This design comes from an exercise in tuning for small area, a short achievable clock period and few clock cycles per item on the open sky130 flow, not from production work.
Function was not checked in any run shown here: the RTL went through the layout flow alone.
Power is estimated from default activity; no workload was simulated.

### flow/design.v
module pc_fa ( input a, input b, input c, output s, output co );
  assign s  = a ^ b ^ c;
  assign co = (a & b) | (a & c) | (b & c);
endmodule
module pc_ha ( input a, input b, output s, output co );
  assign s  = a ^ b;
  assign co = a & b;
endmodule
module bit_population_counter #(
  parameter WIDTH = 128,
  parameter SLICE = 6
)(
  input                               clk_i,
  input                               srst_i,
  input        [(WIDTH-1):0]          data_i,
  input                               data_val_i,
  output logic [$clog2(WIDTH):0]      data_o,
  output logic                        data_val_o
);
  logic s1;
  logic c2;
  logic s3;
  logic c4;
  logic s5;
  logic c6;
  logic s7;
  logic c8;
  logic s9;
  logic c10;
  logic s11;
  logic c12;
  logic s13;
  logic c14;
  logic s15;
  logic c16;
  logic s17;
  logic c18;
  logic s19;
  logic c20;
  logic s21;
  logic c22;
  logic s23;
  logic c24;
  logic s25;
  logic c26;
  logic s27;
  logic c28;
  logic s29;
  logic c30;
  logic s31;
  logic c32;
  logic s33;
  logic c34;
  logic s35;
  logic c36;
  logic s37;
  logic c38;
  logic s39;
  logic c40;
  logic s41;
  logic c42;
  logic s43;
  logic c44;
  logic s45;
  logic c46;
  logic s47;
  logic c48;
  logic s49;
  logic c50;
  logic s51;
  logic c52;
  logic s53;
  logic c54;
  logic s55;
  logic c56;
  logic s57;
  logic c58;
  logic s59;
  logic c60;
  logic s61;
  logic c62;
  logic s63;
  logic c64;
  logic s65;
  logic c66;
  logic s67;
  logic c68;
  logic s69;
  logic c70;
  logic s71;
  logic c72;
  logic s73;
  logic c74;
  logic s75;
  logic c76;
  logic s77;
  logic c78;
  logic s79;
  logic c80;
  logic s81;
  logic c82;
  logic s83;
  logic c84;
  logic s85;
  logic c86;
  logic s87;
  logic c88;
  logic s89;
  logic c90;
  logic s91;
  logic c92;
  logic s93;
  logic c94;
  logic s95;
  logic c96;
  logic s97;
  logic c98;
  logic s99;
  logic c100;
  logic s101;
  logic c102;
  logic s103;
  logic c104;
  logic s105;
  logic c106;
  logic s107;
  logic c108;
  logic s109;
  logic c110;
  logic s111;
  logic c112;
  logic s113;
  logic c114;
  logic s115;
  logic c116;
  logic s117;
  logic c118;
  logic s119;
  logic c120;
  logic s121;
  logic c122;
  logic s123;
  logic c124;
  logic s125;
  logic c126;
  logic s127;
  logic c128;
  logic s129;
  logic c130;
  logic s131;
  logic c132;
  logic s133;
  logic c134;
  logic s135;
  logic c136;
  logic s137;
  logic c138;
  logic s139;
  logic c140;
  logic s141;
  logic c142;
  logic s143;
  logic c144;
  logic s145;
  logic c146;
  logic s147;
  logic c148;
  logic s149;
  logic c150;
  logic s151;
  logic c152;
  logic s153;
  logic c154;
  logic s155;
  logic c156;
  logic s157;
  logic c158;
  logic s159;
  logic c160;
  logic s161;
  logic c162;
  logic s163;
  logic c164;
  logic s165;
  logic c166;
  logic s167;
  logic c168;
  logic s169;
  logic c170;
  logic s171;
  logic c172;
  logic s173;
  logic c174;
  logic s175;
  logic c176;
  logic s177;
  logic c178;
  logic s179;
  logic c180;
  logic s181;
  logic c182;
  logic s183;
  logic c184;
  logic s185;
  logic c186;
  logic s187;
  logic c188;
  logic s189;
  logic c190;
  logic s191;
  logic c192;
  logic s193;
  logic c194;
  logic s195;
  logic c196;
  logic s197;
  logic c198;
  logic s199;
  logic c200;
  logic s201;
  logic c202;
  logic s203;
  logic c204;
  logic s205;
  logic c206;
  logic s207;
  logic c208;
  logic s209;
  logic c210;
  logic s211;
  logic c212;
  logic s213;
  logic c214;
  logic s215;
  logic c216;
  logic s217;
  logic c218;
  logic s219;
  logic c220;
  logic s221;
  logic c222;
  logic s223;
  logic c224;
  logic s225;
  logic c226;
  logic s227;
  logic c228;
  logic s229;
  logic c230;
  logic s231;
  logic c232;
  logic s233;
  logic c234;
  logic s235;
  logic c236;
  logic s237;
  logic c238;
  logic s239;
  logic c240;
  logic s241;
  logic c242;
  logic s243;
  logic c244;
  logic s245;
  logic c246;
  logic s247;
  logic c248;
  logic s249;
  logic c250;
  logic s251;
  logic c252;
  logic s253;
  logic c254;
  logic r1_s99;
  logic r1_s113;
  logic r1_s115;
  logic r1_s117;
  logic r1_s119;
  logic r1_s121;
  logic r1_s149;
  logic r1_c114;
  logic r1_s151;
  logic r1_c116;
  logic r1_c118;
  logic r1_c120;
  logic r1_c122;
  logic r1_s153;
  logic r1_s155;
  logic r1_s157;
  logic r1_s159;
  logic r1_s161;
  logic r1_s163;
  logic r1_s165;
  logic r1_s167;
  logic r1_c148;
  logic r1_c150;
  logic r1_c152;
  logic r1_c154;
  logic r1_c156;
  logic r1_c158;
  logic r1_c160;
  logic r1_c162;
  logic r1_c164;
  logic r1_c166;
  logic r1_c168;
  logic r1_s169;
  logic r1_s171;
  logic r1_s173;
  logic r1_s175;
  logic r1_c170;
  logic r1_c172;
  logic r1_c174;
  logic r1_c176;
  logic r2_s181;
  logic r2_s195;
  logic r2_s197;
  logic r2_c198;
  logic r2_s215;
  logic r2_s217;
  logic r2_c216;
  logic r2_s225;
  logic r2_c218;
  logic r2_s227;
  logic r2_c226;
  logic r2_s229;
  logic r2_c228;
  logic r2_c230;
  logic r3_r2_s181;
  logic r3_s231;
  logic r3_s235;
  logic r3_s241;
  logic r3_c242;
  logic r3_s245;
  logic r3_r2_c230;
  logic r3_c244;
  logic r3_c246;
  logic r4_r3_r2_s181;
  logic r4_r3_s231;
  logic r4_r3_s235;
  logic r4_r3_s241;
  logic r4_s247;
  logic r4_s251;
  logic r4_s253;
  logic r4_c254;
  pc_fa u_s1 ( .a(data_i[0]), .b(data_i[100]), .c(data_i[101]), .s(s1), .co(c2) );
  pc_fa u_s3 ( .a(data_i[102]), .b(data_i[103]), .c(data_i[104]), .s(s3), .co(c4) );
  pc_fa u_s5 ( .a(data_i[105]), .b(data_i[106]), .c(data_i[107]), .s(s5), .co(c6) );
  pc_fa u_s7 ( .a(data_i[108]), .b(data_i[109]), .c(data_i[10]), .s(s7), .co(c8) );
  pc_fa u_s9 ( .a(data_i[110]), .b(data_i[111]), .c(data_i[112]), .s(s9), .co(c10) );
  pc_fa u_s11 ( .a(data_i[113]), .b(data_i[114]), .c(data_i[115]), .s(s11), .co(c12) );
  pc_fa u_s13 ( .a(data_i[116]), .b(data_i[117]), .c(data_i[118]), .s(s13), .co(c14) );
  pc_fa u_s15 ( .a(data_i[119]), .b(data_i[11]), .c(data_i[120]), .s(s15), .co(c16) );
  pc_fa u_s17 ( .a(data_i[121]), .b(data_i[122]), .c(data_i[123]), .s(s17), .co(c18) );
  pc_fa u_s19 ( .a(data_i[124]), .b(data_i[125]), .c(data_i[126]), .s(s19), .co(c20) );
  pc_fa u_s21 ( .a(data_i[127]), .b(data_i[12]), .c(data_i[13]), .s(s21), .co(c22) );
  pc_fa u_s23 ( .a(data_i[14]), .b(data_i[15]), .c(data_i[16]), .s(s23), .co(c24) );
  pc_fa u_s25 ( .a(data_i[17]), .b(data_i[18]), .c(data_i[19]), .s(s25), .co(c26) );
  pc_fa u_s27 ( .a(data_i[1]), .b(data_i[20]), .c(data_i[21]), .s(s27), .co(c28) );
  pc_fa u_s29 ( .a(data_i[22]), .b(data_i[23]), .c(data_i[24]), .s(s29), .co(c30) );
  pc_fa u_s31 ( .a(data_i[25]), .b(data_i[26]), .c(data_i[27]), .s(s31), .co(c32) );
  pc_fa u_s33 ( .a(data_i[28]), .b(data_i[29]), .c(data_i[2]), .s(s33), .co(c34) );
  pc_fa u_s35 ( .a(data_i[30]), .b(data_i[31]), .c(data_i[32]), .s(s35), .co(c36) );
  pc_fa u_s37 ( .a(data_i[33]), .b(data_i[34]), .c(data_i[35]), .s(s37), .co(c38) );
  pc_fa u_s39 ( .a(data_i[36]), .b(data_i[37]), .c(data_i[38]), .s(s39), .co(c40) );
  pc_fa u_s41 ( .a(data_i[39]), .b(data_i[3]), .c(data_i[40]), .s(s41), .co(c42) );
  pc_fa u_s43 ( .a(data_i[41]), .b(data_i[42]), .c(data_i[43]), .s(s43), .co(c44) );
  pc_fa u_s45 ( .a(data_i[44]), .b(data_i[45]), .c(data_i[46]), .s(s45), .co(c46) );
  pc_fa u_s47 ( .a(data_i[47]), .b(data_i[48]), .c(data_i[49]), .s(s47), .co(c48) );
  pc_fa u_s49 ( .a(data_i[4]), .b(data_i[50]), .c(data_i[51]), .s(s49), .co(c50) );
  pc_fa u_s51 ( .a(data_i[52]), .b(data_i[53]), .c(data_i[54]), .s(s51), .co(c52) );
  pc_fa u_s53 ( .a(data_i[55]), .b(data_i[56]), .c(data_i[57]), .s(s53), .co(c54) );
  pc_fa u_s55 ( .a(data_i[58]), .b(data_i[59]), .c(data_i[5]), .s(s55), .co(c56) );
  pc_fa u_s57 ( .a(data_i[60]), .b(data_i[61]), .c(data_i[62]), .s(s57), .co(c58) );
  pc_fa u_s59 ( .a(data_i[63]), .b(data_i[64]), .c(data_i[65]), .s(s59), .co(c60) );
  pc_fa u_s61 ( .a(data_i[66]), .b(data_i[67]), .c(data_i[68]), .s(s61), .co(c62) );
  pc_fa u_s63 ( .a(data_i[69]), .b(data_i[6]), .c(data_i[70]), .s(s63), .co(c64) );
  pc_fa u_s65 ( .a(data_i[71]), .b(data_i[72]), .c(data_i[73]), .s(s65), .co(c66) );
  pc_fa u_s67 ( .a(data_i[74]), .b(data_i[75]), .c(data_i[76]), .s(s67), .co(c68) );
  pc_fa u_s69 ( .a(data_i[77]), .b(data_i[78]), .c(data_i[79]), .s(s69), .co(c70) );
  pc_fa u_s71 ( .a(data_i[7]), .b(data_i[80]), .c(data_i[81]), .s(s71), .co(c72) );
  pc_fa u_s73 ( .a(data_i[82]), .b(data_i[83]), .c(data_i[84]), .s(s73), .co(c74) );
  pc_fa u_s75 ( .a(data_i[85]), .b(data_i[86]), .c(data_i[87]), .s(s75), .co(c76) );
  pc_fa u_s77 ( .a(data_i[88]), .b(data_i[89]), .c(data_i[8]), .s(s77), .co(c78) );
  pc_fa u_s79 ( .a(data_i[90]), .b(data_i[91]), .c(data_i[92]), .s(s79), .co(c80) );
  pc_fa u_s81 ( .a(data_i[93]), .b(data_i[94]), .c(data_i[95]), .s(s81), .co(c82) );
  pc_fa u_s83 ( .a(data_i[96]), .b(data_i[97]), .c(data_i[98]), .s(s83), .co(c84) );
  pc_fa u_s85 ( .a(data_i[99]), .b(data_i[9]), .c(s1), .s(s85), .co(c86) );
  pc_fa u_s87 ( .a(s11), .b(s13), .c(s15), .s(s87), .co(c88) );
  pc_fa u_s89 ( .a(s17), .b(s19), .c(s21), .s(s89), .co(c90) );
  pc_fa u_s91 ( .a(s23), .b(s25), .c(s27), .s(s91), .co(c92) );
  pc_fa u_s93 ( .a(s29), .b(s3), .c(s31), .s(s93), .co(c94) );
  pc_fa u_s95 ( .a(s33), .b(s35), .c(s37), .s(s95), .co(c96) );
  pc_fa u_s97 ( .a(s39), .b(s41), .c(s43), .s(s97), .co(c98) );
  pc_fa u_s99 ( .a(s45), .b(s47), .c(s49), .s(s99), .co(c100) );
  pc_fa u_s101 ( .a(s5), .b(s51), .c(s53), .s(s101), .co(c102) );
  pc_fa u_s103 ( .a(s55), .b(s57), .c(s59), .s(s103), .co(c104) );
  pc_fa u_s105 ( .a(s61), .b(s63), .c(s65), .s(s105), .co(c106) );
  pc_fa u_s107 ( .a(s67), .b(s69), .c(s7), .s(s107), .co(c108) );
  pc_fa u_s109 ( .a(s71), .b(s73), .c(s75), .s(s109), .co(c110) );
  pc_fa u_s111 ( .a(s77), .b(s79), .c(s81), .s(s111), .co(c112) );
  pc_fa u_s113 ( .a(s83), .b(s9), .c(s85), .s(s113), .co(c114) );
  pc_fa u_s115 ( .a(s101), .b(s103), .c(s105), .s(s115), .co(c116) );
  pc_fa u_s117 ( .a(s107), .b(s109), .c(s111), .s(s117), .co(c118) );
  pc_fa u_s119 ( .a(s87), .b(s89), .c(s91), .s(s119), .co(c120) );
  pc_fa u_s121 ( .a(s93), .b(s95), .c(s97), .s(s121), .co(c122) );
  pc_fa u_s123 ( .a(c10), .b(c12), .c(c14), .s(s123), .co(c124) );
  pc_fa u_s125 ( .a(c16), .b(c18), .c(c2), .s(s125), .co(c126) );
  pc_fa u_s127 ( .a(c20), .b(c22), .c(c24), .s(s127), .co(c128) );
  pc_fa u_s129 ( .a(c26), .b(c28), .c(c30), .s(s129), .co(c130) );
  pc_fa u_s131 ( .a(c32), .b(c34), .c(c36), .s(s131), .co(c132) );
  pc_fa u_s133 ( .a(c38), .b(c4), .c(c40), .s(s133), .co(c134) );
  pc_fa u_s135 ( .a(c42), .b(c44), .c(c46), .s(s135), .co(c136) );
  pc_fa u_s137 ( .a(c48), .b(c50), .c(c52), .s(s137), .co(c138) );
  pc_fa u_s139 ( .a(c54), .b(c56), .c(c58), .s(s139), .co(c140) );
  pc_fa u_s141 ( .a(c6), .b(c60), .c(c62), .s(s141), .co(c142) );
  pc_fa u_s143 ( .a(c64), .b(c66), .c(c68), .s(s143), .co(c144) );
  pc_fa u_s145 ( .a(c70), .b(c72), .c(c74), .s(s145), .co(c146) );
  pc_fa u_s147 ( .a(c76), .b(c78), .c(c8), .s(s147), .co(c148) );
  pc_fa u_s149 ( .a(c80), .b(c82), .c(c84), .s(s149), .co(c150) );
  pc_fa u_s151 ( .a(c86), .b(c100), .c(c102), .s(s151), .co(c152) );
  pc_fa u_s153 ( .a(c104), .b(c106), .c(c108), .s(s153), .co(c154) );
  pc_fa u_s155 ( .a(c110), .b(c112), .c(c88), .s(s155), .co(c156) );
  pc_fa u_s157 ( .a(c90), .b(c92), .c(c94), .s(s157), .co(c158) );
  pc_fa u_s159 ( .a(c96), .b(c98), .c(s123), .s(s159), .co(c160) );
  pc_fa u_s161 ( .a(s125), .b(s127), .c(s129), .s(s161), .co(c162) );
  pc_fa u_s163 ( .a(s131), .b(s133), .c(s135), .s(s163), .co(c164) );
  pc_fa u_s165 ( .a(s137), .b(s139), .c(s141), .s(s165), .co(c166) );
  pc_fa u_s167 ( .a(s143), .b(s145), .c(s147), .s(s167), .co(c168) );
  pc_fa u_s169 ( .a(c124), .b(c126), .c(c128), .s(s169), .co(c170) );
  pc_fa u_s171 ( .a(c130), .b(c132), .c(c134), .s(s171), .co(c172) );
  pc_fa u_s173 ( .a(c136), .b(c138), .c(c140), .s(s173), .co(c174) );
  pc_fa u_s175 ( .a(c142), .b(c144), .c(c146), .s(s175), .co(c176) );
  pc_fa u_s177 ( .a(r1_s113), .b(r1_s115), .c(r1_s117), .s(s177), .co(c178) );
  pc_fa u_s179 ( .a(r1_s119), .b(r1_s121), .c(r1_s99), .s(s179), .co(c180) );
  pc_ha u_s181 ( .a(s177), .b(s179), .s(s181), .co(c182) );
  pc_fa u_s183 ( .a(r1_c114), .b(r1_c116), .c(r1_c118), .s(s183), .co(c184) );
  pc_fa u_s185 ( .a(r1_c120), .b(r1_c122), .c(r1_s149), .s(s185), .co(c186) );
  pc_fa u_s187 ( .a(r1_s151), .b(r1_s153), .c(r1_s155), .s(s187), .co(c188) );
  pc_fa u_s189 ( .a(r1_s157), .b(r1_s159), .c(r1_s161), .s(s189), .co(c190) );
  pc_fa u_s191 ( .a(r1_s163), .b(r1_s165), .c(r1_s167), .s(s191), .co(c192) );
  pc_fa u_s193 ( .a(c178), .b(c180), .c(s183), .s(s193), .co(c194) );
  pc_fa u_s195 ( .a(s185), .b(s187), .c(s189), .s(s195), .co(c196) );
  pc_fa u_s197 ( .a(s191), .b(c182), .c(s193), .s(s197), .co(c198) );
  pc_fa u_s199 ( .a(r1_c148), .b(r1_c150), .c(r1_c152), .s(s199), .co(c200) );
  pc_fa u_s201 ( .a(r1_c154), .b(r1_c156), .c(r1_c158), .s(s201), .co(c202) );
  pc_fa u_s203 ( .a(r1_c160), .b(r1_c162), .c(r1_c164), .s(s203), .co(c204) );
  pc_fa u_s205 ( .a(r1_c166), .b(r1_c168), .c(r1_s169), .s(s205), .co(c206) );
  pc_fa u_s207 ( .a(r1_s171), .b(r1_s173), .c(r1_s175), .s(s207), .co(c208) );
  pc_fa u_s209 ( .a(c184), .b(c186), .c(c188), .s(s209), .co(c210) );
  pc_fa u_s211 ( .a(c190), .b(c192), .c(s199), .s(s211), .co(c212) );
  pc_fa u_s213 ( .a(s201), .b(s203), .c(s205), .s(s213), .co(c214) );
  pc_fa u_s215 ( .a(s207), .b(c194), .c(c196), .s(s215), .co(c216) );
  pc_fa u_s217 ( .a(s209), .b(s211), .c(s213), .s(s217), .co(c218) );
  pc_fa u_s219 ( .a(r1_c170), .b(r1_c172), .c(r1_c174), .s(s219), .co(c220) );
  pc_fa u_s221 ( .a(r1_c176), .b(c200), .c(c202), .s(s221), .co(c222) );
  pc_fa u_s223 ( .a(c204), .b(c206), .c(c208), .s(s223), .co(c224) );
  pc_fa u_s225 ( .a(s219), .b(c210), .c(c212), .s(s225), .co(c226) );
  pc_fa u_s227 ( .a(s221), .b(c214), .c(s223), .s(s227), .co(c228) );
  pc_fa u_s229 ( .a(c220), .b(c222), .c(c224), .s(s229), .co(c230) );
  pc_ha u_s231 ( .a(r2_s195), .b(r2_s197), .s(s231), .co(c232) );
  pc_fa u_s233 ( .a(r2_c198), .b(r2_s215), .c(r2_s217), .s(s233), .co(c234) );
  pc_ha u_s235 ( .a(c232), .b(s233), .s(s235), .co(c236) );
  pc_fa u_s237 ( .a(r2_c216), .b(r2_c218), .c(r2_s225), .s(s237), .co(c238) );
  pc_fa u_s239 ( .a(r2_s227), .b(c234), .c(s237), .s(s239), .co(c240) );
  pc_ha u_s241 ( .a(c236), .b(s239), .s(s241), .co(c242) );
  pc_fa u_s243 ( .a(r2_c226), .b(r2_c228), .c(r2_s229), .s(s243), .co(c244) );
  pc_fa u_s245 ( .a(c238), .b(s243), .c(c240), .s(s245), .co(c246) );
  pc_ha u_s247 ( .a(r3_c242), .b(r3_s245), .s(s247), .co(c248) );
  pc_fa u_s249 ( .a(r3_c244), .b(r3_c246), .c(r3_r2_c230), .s(s249), .co(c250) );
  pc_ha u_s251 ( .a(c248), .b(s249), .s(s251), .co(c252) );
  pc_ha u_s253 ( .a(c250), .b(c252), .s(s253), .co(c254) );
  always_ff @( posedge clk_i )
    begin
      r1_s99 <= s99;
      r1_s113 <= s113;
      r1_s115 <= s115;
      r1_s117 <= s117;
      r1_s119 <= s119;
      r1_s121 <= s121;
      r1_s149 <= s149;
      r1_c114 <= c114;
      r1_s151 <= s151;
      r1_c116 <= c116;
      r1_c118 <= c118;
      r1_c120 <= c120;
      r1_c122 <= c122;
      r1_s153 <= s153;
      r1_s155 <= s155;
      r1_s157 <= s157;
      r1_s159 <= s159;
      r1_s161 <= s161;
      r1_s163 <= s163;
      r1_s165 <= s165;
      r1_s167 <= s167;
      r1_c148 <= c148;
      r1_c150 <= c150;
      r1_c152 <= c152;
      r1_c154 <= c154;
      r1_c156 <= c156;
      r1_c158 <= c158;
      r1_c160 <= c160;
      r1_c162 <= c162;
      r1_c164 <= c164;
      r1_c166 <= c166;
      r1_c168 <= c168;
      r1_s169 <= s169;
      r1_s171 <= s171;
      r1_s173 <= s173;
      r1_s175 <= s175;
      r1_c170 <= c170;
      r1_c172 <= c172;
      r1_c174 <= c174;
      r1_c176 <= c176;
    end
  always_ff @( posedge clk_i )
    begin
      r2_s181 <= s181;
      r2_s195 <= s195;
      r2_s197 <= s197;
      r2_c198 <= c198;
      r2_s215 <= s215;
      r2_s217 <= s217;
      r2_c216 <= c216;
      r2_s225 <= s225;
      r2_c218 <= c218;
      r2_s227 <= s227;
      r2_c226 <= c226;
      r2_s229 <= s229;
      r2_c228 <= c228;
      r2_c230 <= c230;
    end
  always_ff @( posedge clk_i )
    begin
      r3_r2_s181 <= r2_s181;
      r3_s231 <= s231;
      r3_s235 <= s235;
      r3_s241 <= s241;
      r3_c242 <= c242;
      r3_s245 <= s245;
      r3_r2_c230 <= r2_c230;
      r3_c244 <= c244;
      r3_c246 <= c246;
    end
  always_ff @( posedge clk_i )
    begin
      r4_r3_r2_s181 <= r3_r2_s181;
      r4_r3_s231 <= r3_s231;
      r4_r3_s235 <= r3_s235;
      r4_r3_s241 <= r3_s241;
      r4_s247 <= s247;
      r4_s251 <= s251;
      r4_s253 <= s253;
      r4_c254 <= c254;
    end
  always_ff @( posedge clk_i )
    data_o <= {r4_c254, r4_s253, r4_s251, r4_s247, r4_r3_s241, r4_r3_s235, r4_r3_s231, r4_r3_r2_s181};
  logic [4:0] valid_delay;
  assign data_val_o = valid_delay[4];
  always_ff @( posedge clk_i )
    if( srst_i )
      valid_delay <= '0;
    else
      valid_delay <= {valid_delay[3:0], data_val_i};
endmodule
### flow/standard.sh
#!/bin/bash
# synth_recipe.tcl (not shown) runs the flow's synth.tcl, then flattens the netlist and writes it again
# the make line also repeats each setting of config.mk as NAME=value (left out here)
make -C /OpenROAD-flow-scripts/flow DESIGN_CONFIG=/design/flow/config.mk WORK_HOME=/design/flow/orfs CLKGATE_MAP_FILE= SYNTH_SCRIPT=/design/flow/synth_recipe.tcl "${@:-finish}"
### flow/flow/run.sh
#!/bin/bash
# The standard layout (bash standard.sh), with the smallest buffer,
# sky130_fd_sc_hd__buf_1, on every input and output port (the resizer may
# still upsize it where timing needs), and clock tree synthesis without
# dummy loads. Each tool's output goes to its own log.
set -o pipefail
export BUFFER_PORTS_ARGS="-buffer_cell sky130_fd_sc_hd__buf_1"
export CTS_ARGS="-sink_clustering_enable -repair_clock_nets -dont_use_dummy_load -buf_list sky130_fd_sc_hd__clkbuf_8"
bash standard.sh > standard.log 2>&1
### flow/constraint.sdc
create_clock -name core_clock -period 2.5 [get_ports {clk_i}]
set_input_delay 0.5000 -clock core_clock [delete_from_list [all_inputs] [get_ports {clk_i}]]
set_output_delay 0.5000 -clock core_clock [all_outputs]
set_load 0.01 [all_outputs]
### flow/config.mk
export PLATFORM = sky130hd
export DESIGN_NAME = bit_population_counter
export DESIGN_NICKNAME = bit_population_counter
export VERILOG_FILES = /design/flow/design.v
export SDC_FILE = /design/flow/constraint.sdc
export NUM_CORES = 4
export LEC_CHECK = 0
export CAP_MARGIN = 20
export CORE_MARGIN = 2
export CORE_UTILIZATION = 40
export SETUP_SLACK_MARGIN = 0.6
export SLEW_MARGIN = 20
export SYNTH_HIERARCHICAL = 1
export SYNTH_MINIMUM_KEEP_SIZE = 0
==> flow_summary.json, run 1 <==
{
  "comb_power_share": 0.437,
  "cp-start-kind": "flip-flop",
  "tightest_slew_ps": 184.7,
  "fin_tns_setup_ps": 0,
  "wire_per_inst_um": 13.25,
  "core_area_um2": 10280,
  "syn_nets": 474,
  "grt_max_degree": 14,
  "cts_setup_buffers": 0,
  "antenna_found_initial": 0,
  "syn_area_per_cell_um2": 19.46,
  "leakagePower_nw": 1.866,
  "grt_pass1_wl_mm": 11.29,
  "synth_ff_type": "dfxtp_1",
  "rows": 37,
  "synth_most_common_cell": "fa_1",
  "period_minus_slack_ps": 1929,
  "drt_iter0_markers": 57,
  "synth-seq-cells": 84,
  "clock_power_share": 0.131,
  "rsz0062_at_grt": "true",
  "setup_viol": 0,
  "crit_cells": 3,
  "rr_startpoint": "r1_c166",
  "ios": 140,
  "synth_top_area_share": 0.5716,
  "cts_tree": "done",
  "power_density_nw_per_um2": 1032,
  "layout-drive-gt1-share": 0.1731,
  "largest_reg_flops": 8,
  "synth_top_cells_by_area": "fa_1, dfxtp_1, ha_1",
  "cts_hold_buf": 0,
  "crit_fanout": 1,
  "crit_end": "r2_s217",
  "criticalPathCategory": "flip-flop to flip-flop",
  "grt_use_total": 0.1330,
  "cp.required_ps": 2710,
  "clockBufferDepth": 2,
  "die_h_um": 106.5,
  "yosysWarningCount": 7,
  "clock_sink_count": 84,
  "drc": 0,
  "slowest_delay_ps": 570,
  "vias_per_cell": 4.220,
  "r2r_slack_ps": 570,
  "drtPass1Iterations": 4,
  "status": "finished clean",
  "grt_pass1_vias": 2487,
  "synth_cells": 216,
  "globalplace.congestion": 0.7548,
  "clk_latency_ps": 340,
  "path_buf_inv": 0,
  "die-area_um2": 11340,
  "critPathSlowestCell": "fa_1",
  "endpoint_kind": "flip-flop",
  "fmax_mhz": 518.4,
  "start_util": 0.4089,
  "maxCapViolations": 0,
  "dp_worst_setup_slack_ps": 248.3,
  "irDropWorstVdd_v": 0.0004109,
  "finalCritPeriodShare": 0.7715,
  "sw_frac_of_total": 0.3390,
  "ys_types": 4,
  "die_w_um": 106.5,
  "diodes": 0,
  "timing.slew.headroom": 0.8769,
  "synth_top_cell_by_area": "fa_1",
  "finalWorstSetupSlack_ps": 571.2,
  "root_buffer": "clkbuf_8",
  "crit_chain": "fa_1 -> fa_1 -> fa_1",
  "areaGrowthSynthToFinish_pct": 23.04,
  "final_max_slew_viol_count": 0,
  "reg2reg_to": "r2_s217",
  "p_switching_mw": 1.810,
  "critPathLaunch": "r1_c166",
  "synth_edf_count": 0,
  "worst_clock_skew_ps": 13.62,
  "port_buffers": 139,
  "numCtsBuffers": 9,
  "netlist_area_um2": 4203,
  "async_flop_share": 0,
  "synth_common_cells": "fa_1, dfxtp_1, ha_1",
  "pwr-share-seq": 0.432,
  "top_regs": "data_o x8, valid_delay x5",
  "seq_area_frac_synth": 0.4001,
  "clk_pin_slew_worst_paths_ps": 70,
  "regMostFlops": "data_o",
  "cpMostUsedCell": "fa_1",
  "nets": 624,
  "ant_nets": 0,
  "hold_viol": 0,
  "p_total_mw": 5.339,
  "internal_power_mw": 3.529,
  "reg2reg_depth": 3,
  "cpLargestDelayFamily": "adder cells",
  "drt_wl_total_mm": 6.623,
  "grt.overflow.total": 0,
  "htreeDepth": 3,
  "hold_path.class": "flip-flop to flip-flop",
  "crit_arrival_ps": 2140,
  "dr_total_vias": 2110
}
routing by layer:
layer / global-route usage / vias to the layer above / routed length (µm)
met2: 0.2340 / 76 / 3643
met1: 0.1581 / 1072 / 2513
met3: 0.04169 / 9 / 380
met5: 0 / - / 0
li1: - / 953 / -
met4: 0.03618 / 0 / 86
final cells by class:
cell class                      instances  area, µm²
Sequential cell                        84       1683
Fill cell                             899       5106
Timing Repair Buffer                  139      553.0
Multi-Input combinational cell        132       2641
Clock buffer                            9      123.9
Tap cell                              136      170.2
how the worst min path moves through the flow:
stage / from / to / slack, ps / cells past startpoint
floorplan: r4_r3_r2_s181 / data_o[0] / 310 / 0
global placement: r4_c254 / data_o[7] / 310 / 0
detailed placement: r4_s247 / data_o[4] / 310 / 0
CTS: r3_r2_s181 / r4_r3_r2_s181 / 310 / 0
global route: r3_r2_s181 / r4_r3_r2_s181 / 330 / 0
finish: r3_r2_s181 / r4_r3_r2_s181 / 310 / 0
cells in the final DEF (no fill, tap or decap), drive strengths merged:
| cell | instances |
|---|---|
| buf | 138 |
| fa | 120 |
| dfxtp | 84 |
| clkbuf | 10 |
| ha | 7 |
| nor2b | 5 |
worst reg2reg max path: stages, from the launching register on:
cell     delay [ps]
dfxtp_1         320
fa_1            500
fa_1            570
fa_1            410
power groups by stage:
stage	Sequential, mW	Combinational [mW]	Clock (mW)
floorplan	2.29	1.60	0
global placement	2.33	2.35	0
detailed placement	2.35	2.41	0
CTS	2.32	2.41	0.740
global route	2.37	2.88	0.792
finish	2.30	2.33	0.699
through the flow:
stage | instances | utilization | hold slack (ps) | cell area [µm²]
final | 500 | 0.5032 | 314.5 | 5171
after global routing | 500 | 0.5032 | 327.5 | 5171
after CTS | 500 | 0.4993 | 312.8 | 5131
after detailed placement | 491 | 0.4872 | 312.1 | 5007
after global placement | 491 | 0.4872 | 309.9 | 5007
after floorplan | 216 | - | 309.6 | 4315
per-module statistics from Yosys, one instance, submodules excluded:
module | flops+latches | cell area [µm²] | times used | cells
pc_ha | 0 | 12.51 | 7 | 1
pc_fa | 0 | 20.02 | 120 | 1
bit_population_counter | 84 | 1713 | 1 | 89
cell families (layout without fill, tap and decap cells):
kind of cell / after synthesis / after routing / synth area share
DFF: 84 / 84 / 0.4001
buffers and inverters: 0 / 148 / 0
and+or+nand+nor: 5 / 5 / 0.007443
adders and majority gates: 127 / 127 / 0.5924
timing repair:
action	4_1_cts	5_1_grt
pin swaps	0	18
gates resized for setup	0	15
setup endpoints to repair	1	6
==> run 2: changes to the inputs <==
--- a/flow/design.v
+++ b/flow/design.v
@@ -315,32 +315,34 @@
   logic r2_s195;
   logic r2_s197;
+  logic r2_s209;
+  logic r2_s211;
+  logic r2_s213;
   logic r2_c198;
   logic r2_s215;
-  logic r2_s217;
   logic r2_c216;
+  logic r2_s223;
   logic r2_s225;
-  logic r2_c218;
+  logic r2_c224;
   logic r2_s227;
   logic r2_c226;
-  logic r2_s229;
   logic r2_c228;
-  logic r2_c230;
   logic r3_r2_s181;
-  logic r3_s231;
+  logic r3_s229;
   logic r3_s235;
+  logic r3_c236;
+  logic r3_s239;
+  logic r3_c238;
   logic r3_s241;
+  logic r3_c240;
+  logic r3_r2_c228;
   logic r3_c242;
-  logic r3_s245;
-  logic r3_r2_c230;
-  logic r3_c244;
-  logic r3_c246;
   logic r4_r3_r2_s181;
-  logic r4_r3_s231;
+  logic r4_r3_s229;
   logic r4_r3_s235;
-  logic r4_r3_s241;
+  logic r4_s243;
   logic r4_s247;
   logic r4_s251;
-  logic r4_s253;
-  logic r4_c254;
+  logic r4_c250;
+  logic r4_c252;
   pc_fa u_s1 ( .a(data_i[0]), .b(data_i[100]), .c(data_i[101]), .s(s1), .co(c2) );
   pc_fa u_s3 ( .a(data_i[102]), .b(data_i[103]), .c(data_i[104]), .s(s3), .co(c4) );
@@ -451,23 +453,23 @@
   pc_fa u_s213 ( .a(s201), .b(s203), .c(s205), .s(s213), .co(c214) );
   pc_fa u_s215 ( .a(s207), .b(c194), .c(c196), .s(s215), .co(c216) );
-  pc_fa u_s217 ( .a(s209), .b(s211), .c(s213), .s(s217), .co(c218) );
-  pc_fa u_s219 ( .a(r1_c170), .b(r1_c172), .c(r1_c174), .s(s219), .co(c220) );
-  pc_fa u_s221 ( .a(r1_c176), .b(c200), .c(c202), .s(s221), .co(c222) );
-  pc_fa u_s223 ( .a(c204), .b(c206), .c(c208), .s(s223), .co(c224) );
-  pc_fa u_s225 ( .a(s219), .b(c210), .c(c212), .s(s225), .co(c226) );
-  pc_fa u_s227 ( .a(s221), .b(c214), .c(s223), .s(s227), .co(c228) );
-  pc_fa u_s229 ( .a(c220), .b(c222), .c(c224), .s(s229), .co(c230) );
-  pc_ha u_s231 ( .a(r2_s195), .b(r2_s197), .s(s231), .co(c232) );
-  pc_fa u_s233 ( .a(r2_c198), .b(r2_s215), .c(r2_s217), .s(s233), .co(c234) );
-  pc_ha u_s235 ( .a(c232), .b(s233), .s(s235), .co(c236) );
-  pc_fa u_s237 ( .a(r2_c216), .b(r2_c218), .c(r2_s225), .s(s237), .co(c238) );
-  pc_fa u_s239 ( .a(r2_s227), .b(c234), .c(s237), .s(s239), .co(c240) );
-  pc_ha u_s241 ( .a(c236), .b(s239), .s(s241), .co(c242) );
-  pc_fa u_s243 ( .a(r2_c226), .b(r2_c228), .c(r2_s229), .s(s243), .co(c244) );
-  pc_fa u_s245 ( .a(c238), .b(s243), .c(c240), .s(s245), .co(c246) );
-  pc_ha u_s247 ( .a(r3_c242), .b(r3_s245), .s(s247), .co(c248) );
-  pc_fa u_s249 ( .a(r3_c244), .b(r3_c246), .c(r3_r2_c230), .s(s249), .co(c250) );
+  pc_fa u_s217 ( .a(r1_c170), .b(r1_c172), .c(r1_c174), .s(s217), .co(c218) );
+  pc_fa u_s219 ( .a(r1_c176), .b(c200), .c(c202), .s(s219), .co(c220) );
+  pc_fa u_s221 ( .a(c204), .b(c206), .c(c208), .s(s221), .co(c222) );
+  pc_fa u_s223 ( .a(s217), .b(c210), .c(c212), .s(s223), .co(c224) );
+  pc_fa u_s225 ( .a(s219), .b(c214), .c(s221), .s(s225), .co(c226) );
+  pc_fa u_s227 ( .a(c218), .b(c220), .c(c222), .s(s227), .co(c228) );
+  pc_ha u_s229 ( .a(r2_s195), .b(r2_s197), .s(s229), .co(c230) );
+  pc_fa u_s231 ( .a(r2_c198), .b(r2_s209), .c(r2_s211), .s(s231), .co(c232) );
+  pc_fa u_s233 ( .a(r2_s213), .b(r2_s215), .c(c230), .s(s233), .co(c234) );
+  pc_ha u_s235 ( .a(s231), .b(s233), .s(s235), .co(c236) );
+  pc_fa u_s237 ( .a(r2_c216), .b(r2_s223), .c(r2_s225), .s(s237), .co(c238) );
+  pc_fa u_s239 ( .a(c232), .b(s237), .c(c234), .s(s239), .co(c240) );
+  pc_fa u_s241 ( .a(r2_c224), .b(r2_c226), .c(r2_s227), .s(s241), .co(c242) );
+  pc_ha u_s243 ( .a(r3_c236), .b(r3_s239), .s(s243), .co(c244) );
+  pc_fa u_s245 ( .a(r3_c238), .b(r3_c240), .c(r3_s241), .s(s245), .co(c246) );
+  pc_ha u_s247 ( .a(c244), .b(s245), .s(s247), .co(c248) );
+  pc_fa u_s249 ( .a(r3_c242), .b(r3_r2_c228), .c(c246), .s(s249), .co(c250) );
   pc_ha u_s251 ( .a(c248), .b(s249), .s(s251), .co(c252) );
-  pc_ha u_s253 ( .a(c250), .b(c252), .s(s253), .co(c254) );
+  pc_ha u_s253 ( .a(r4_c250), .b(r4_c252), .s(s253), .co(c254) );
   always_ff @( posedge clk_i )
     begin
@@ -518,41 +520,43 @@
       r2_s195 <= s195;
       r2_s197 <= s197;
+      r2_s209 <= s209;
+      r2_s211 <= s211;
+      r2_s213 <= s213;
       r2_c198 <= c198;
       r2_s215 <= s215;
-      r2_s217 <= s217;
       r2_c216 <= c216;
+      r2_s223 <= s223;
       r2_s225 <= s225;
-      r2_c218 <= c218;
+      r2_c224 <= c224;
       r2_s227 <= s227;
       r2_c226 <= c226;
-      r2_s229 <= s229;
       r2_c228 <= c228;
-      r2_c230 <= c230;
     end
   always_ff @( posedge clk_i )
     begin
       r3_r2_s181 <= r2_s181;
-      r3_s231 <= s231;
+      r3_s229 <= s229;
       r3_s235 <= s235;
+      r3_c236 <= c236;
+      r3_s239 <= s239;
+      r3_c238 <= c238;
       r3_s241 <= s241;
+      r3_c240 <= c240;
+      r3_r2_c228 <= r2_c228;
       r3_c242 <= c242;
-      r3_s245 <= s245;
-      r3_r2_c230 <= r2_c230;
-      r3_c244 <= c244;
-      r3_c246 <= c246;
     end
   always_ff @( posedge clk_i )
     begin
       r4_r3_r2_s181 <= r3_r2_s181;
-      r4_r3_s231 <= r3_s231;
+      r4_r3_s229 <= r3_s229;
       r4_r3_s235 <= r3_s235;
-      r4_r3_s241 <= r3_s241;
+      r4_s243 <= s243;
       r4_s247 <= s247;
       r4_s251 <= s251;
-      r4_s253 <= s253;
-      r4_c254 <= c254;
+      r4_c250 <= c250;
+      r4_c252 <= c252;
     end
   always_ff @( posedge clk_i )
-    data_o <= {r4_c254, r4_s253, r4_s251, r4_s247, r4_r3_s241, r4_r3_s235, r4_r3_s231, r4_r3_r2_s181};
+    data_o <= {c254, s253, r4_s251, r4_s247, r4_s243, r4_r3_s235, r4_r3_s229, r4_r3_r2_s181};
   logic [4:0] valid_delay;
   assign data_val_o = valid_delay[4];
--- a/flow/config.mk
+++ b/flow/config.mk
@@ -8,6 +8,6 @@
 export CAP_MARGIN = 20
 export CORE_MARGIN = 2
-export CORE_UTILIZATION = 40
-export SETUP_SLACK_MARGIN = 0.6
+export CORE_UTILIZATION = 60
+export SETUP_SLACK_MARGIN = 0.75
 export SLEW_MARGIN = 20
 export SYNTH_HIERARCHICAL = 1
==> flow_summary.json, run 2 <==
{
  "layout_common_cells": "buf_1, fa_2, dfxtp_1",
  "cp-start-kind": "primary input",
  "busiest_layer": "met2",
  "irDropWorstVdd_v": 0.0004684,
  "diodes": 0,
  "tightest_slew_ps": 185.7,
  "ios": 140,
  "rows": 30,
  "fin_util": 0.7971,
  "areaGrowthSynthToFinish_pct": 28.34,
  "holdWs_ps": 306.6,
  "nets": 626,
  "syn_area_per_cell_um2": 19.46,
  "core_area_um2": 6832,
  "port_buffers": 139,
  "path_buf_inv": 1,
  "grt.overflow.total": 0,
  "drt_iter0_markers": 20,
  "crit_arrival_ps": 2190,
  "cpMostUsedCell": "fa_2",
  "maxCapViolations": 0,
  "synthAdderAreaFrac": 0.5868,
  "clock_sink_count": 86,
  "clockBufferDepth": 2,
  "rsz0062_at_grt": "true",
  "layout-drive-gt1-share": 0.3962,
  "criticalPathCategory": "primary input to flip-flop",
  "ant_nets": 0,
  "critPathSlowestCell": "fa_2",
  "cts_tree": "done",
  "synth_ff_type": "dfxtp_1",
  "clk_latency_ps": 350,
  "largest_reg_flops": 8,
  "postPlaceCellArea_um2": 5050,
  "grt_pass1_vias": 2614,
  "synth_top_cell_by_area": "fa_1",
  "netlist_area_um2": 4243,
  "period_minus_slack_ps": 1911,
  "die_h_um": 88.09,
  "synth_cells": 218,
  "met2_usage": 0.3857,
  "globalplace.congestion": 0.7509,
  "cp.required_ps": 2780,
  "dr_total_vias": 2162,
  "synth_common_cells": "fa_1, dfxtp_1, ha_1",
  "syn_nets": 476,
  "synth_most_common_cell": "fa_1",
  "synth_edf_count": 0,
  "drc": 0,
  "die_w_um": 88.09,
  "crit_chain": "clkbuf_2 -> fa_2 -> fa_2 -> fa_2",
  "dp_hpwl_mm": 6.396,
  "fin_tns_setup_ps": 0,
  "drtPass1Iterations": 4,
  "synth_top_cells_by_area": "fa_1, dfxtp_1, ha_1",
  "numCtsBuffers": 9,
  "start_util": 0.6211,
  "synthSimpleGateAreaFrac": 0.007372,
  "setup_viol": 0,
  "wire_per_inst_um": 15.77,
  "async_flop_share": 0,
  "seq_area_frac_synth": 0.4058,
  "synth_xor_area_frac": 0,
  "grt_pass1_wl_mm": 12.03,
  "cpLargestDelayFamily": "adder cells",
  "synth.area.mux_share": 0,
  "grt_max_degree": 16,
  "ys_types": 4,
  "clk_pin_slew_worst_paths_ps": 80,
  "antenna_found_initial": 0,
  "drt_wl_total_mm": 7.285,
  "worst_clock_skew_ps": 28.85,
  "final_common_cell": "buf_1",
  "use_met1": 0.2748,
  "final_max_slew_viol_count": 0,
  "regMostFlops": "data_o",
  "synth-seq-cells": 86,
  "hold_path.class": "flip-flop to flip-flop",
  "leakagePower_nw": 1.976,
  "die-area_um2": 7760,
  "crit_fanout": 1,
  "yosysWarningCount": 7,
  "p_total_mw": 5.596,
  "root_buffer": "clkbuf_8",
  "synth_top_family_by_area": "adder cells",
  "synth_top_area_share": 0.5662,
  "fmax_mhz": 523.4,
  "finalCritPeriodShare": 0.7642,
  "slowest_delay_ps": 570,
  "endpoint_kind": "flip-flop",
  "timing.slew.headroom": 0.8762,
  "htreeDepth": 3,
  "hold_viol": 0,
  "grt_use_total": 0.2214,
  "vias_per_cell": 4.680,
  "grtUsageMet3": 0.03864,
  "synth_compound_gate_area_share": 0,
  "status": "finished clean",
  "final_area_um2": 5445,
  "top_regs": "data_o x8, valid_delay x5",
  "power_density_nw_per_um2": 1028
}
[run 2: cell types whose count changed after synthesis, sizes merged]
cell	previous run	this run
dfxtp	84	86
[run 2: layout make-up]
cell class / count / area (µm²)
Fill cell: 412 / 1386
Sequential cell: 86 / 1730
Tap cell: 96 / 120.1
Multi-Input combinational cell: 132 / 2754
Timing Repair Buffer: 139 / 716.9
Clock buffer: 9 / 123.9
[run 2: power breakdown]
| part | total [mW] | leakage (nW) | internal (mW) | switching, mW |
|---|---|---|---|---|
| clock | 0.711 | 0.0647 | 0.322 | 0.389 |
| combinational | 2.49 | 1.19 | 1.29 | 1.20 |
| sequential | 2.39 | 0.724 | 2.09 | 0.302 |
[run 2: worst register-to-register path, delay by kind of cell (launching register included)]
| family | cells | cell delay [ps] |
|---|---|---|
| adders and majority gates | 3 | 1460 |
| DFF | 1 | 320 |
[run 2: per-module statistics from Yosys (local to each module, per instance)]
module / cell area, µm² / copies in the design
bit_population_counter: 1753 / 1
pc_fa: 20.02 / 120
pc_ha: 12.51 / 7
[run 2: what timing repair did]
| action | 4_1_cts | 5_1_grt |
|---|---|---|
| gates resized for setup | 47 | 57 |
| hold buffers | 0 | 0 |
| setup endpoints to repair | 28 | 29 |
| pin swaps | 43 | 48 |
| buffers inserted | 0 | 0 |
[run 2: cells by family (layout without fill, tap and decap cells)]
logic type	Yosys count	in the layout
adder cells (fa/ha/maj)	127	127
flip-flops	86	86
AND/OR/NAND/NOR	5	5
buffers and inverters	0	148
[run 2: stage by stage]
| stage | std cells | worst slack, ps |
|---|---|---|
| 2_1_floorplan | 218 | 402.9 |
| 3_3_place_gp | 453 | 278.1 |
| 3_5_place_dp | 453 | 251.2 |
| 4_1_cts | 462 | 624.7 |
| 5_1_grt | 462 | 560.2 |
| 6_report | 462 | 589.4 |
[run 2: routing by layer]
| layer | vias to the layer above | wire length, µm |
|---|---|---|
| met5 | - | 0 |
| met4 | 0 | 187 |
| met3 | 15 | 288 |
| met2 | 81 | 4173 |
| met1 | 1109 | 2636 |
| li1 | 957 | - |
[run 2: final timing paths]
kind,startpoint,to,slack (ps),cells after the start
worst max register to register,r1_c114,r2_s197,610,3
worst min register to register,r2_c228,r3_r2_c228,310,0
worst max-delay path,data_i[70],r1_s115,590,4
worst min-delay path,r2_c228,r3_r2_c228,310,0

[what the ideal ports hide]
The results above use ideal ports. As a check the final layouts listed here were re-extracted and re-timed, cells and wires unchanged.
Step 1, drivers: a clkbuf_16 drives clk_i and a buf_2 each remaining input, both assumed.
Step 2, shift: input delay + t, output delay - t, t = (earliest + latest rising clock arrival at the registers) / 2. This alone moves slack from input paths to output paths.
a / b / c = no drivers / after step 1 / after step 2; a / b = the first two.
run | t (ns) | slack for setup (ns) | clock arrival spread, ns | worst register clock-pin slew, ns | worst slew at a driven data input, ns
run 1 | 0.363 | 0.571 / 0.571 / 0.245 | 0.014 / 0.013 | 0.07 / 0.07 | 0.05
run 2 | 0.365 | 0.589 / 0.587 / 0.222 | 0.029 / 0.030 | 0.08 / 0.08 | 0.05
After both steps setup and hold are still met in every run listed. The setup slack of run 2, which loses most, moves by -0.002 ns with the drivers and by -0.367 ns with both steps.
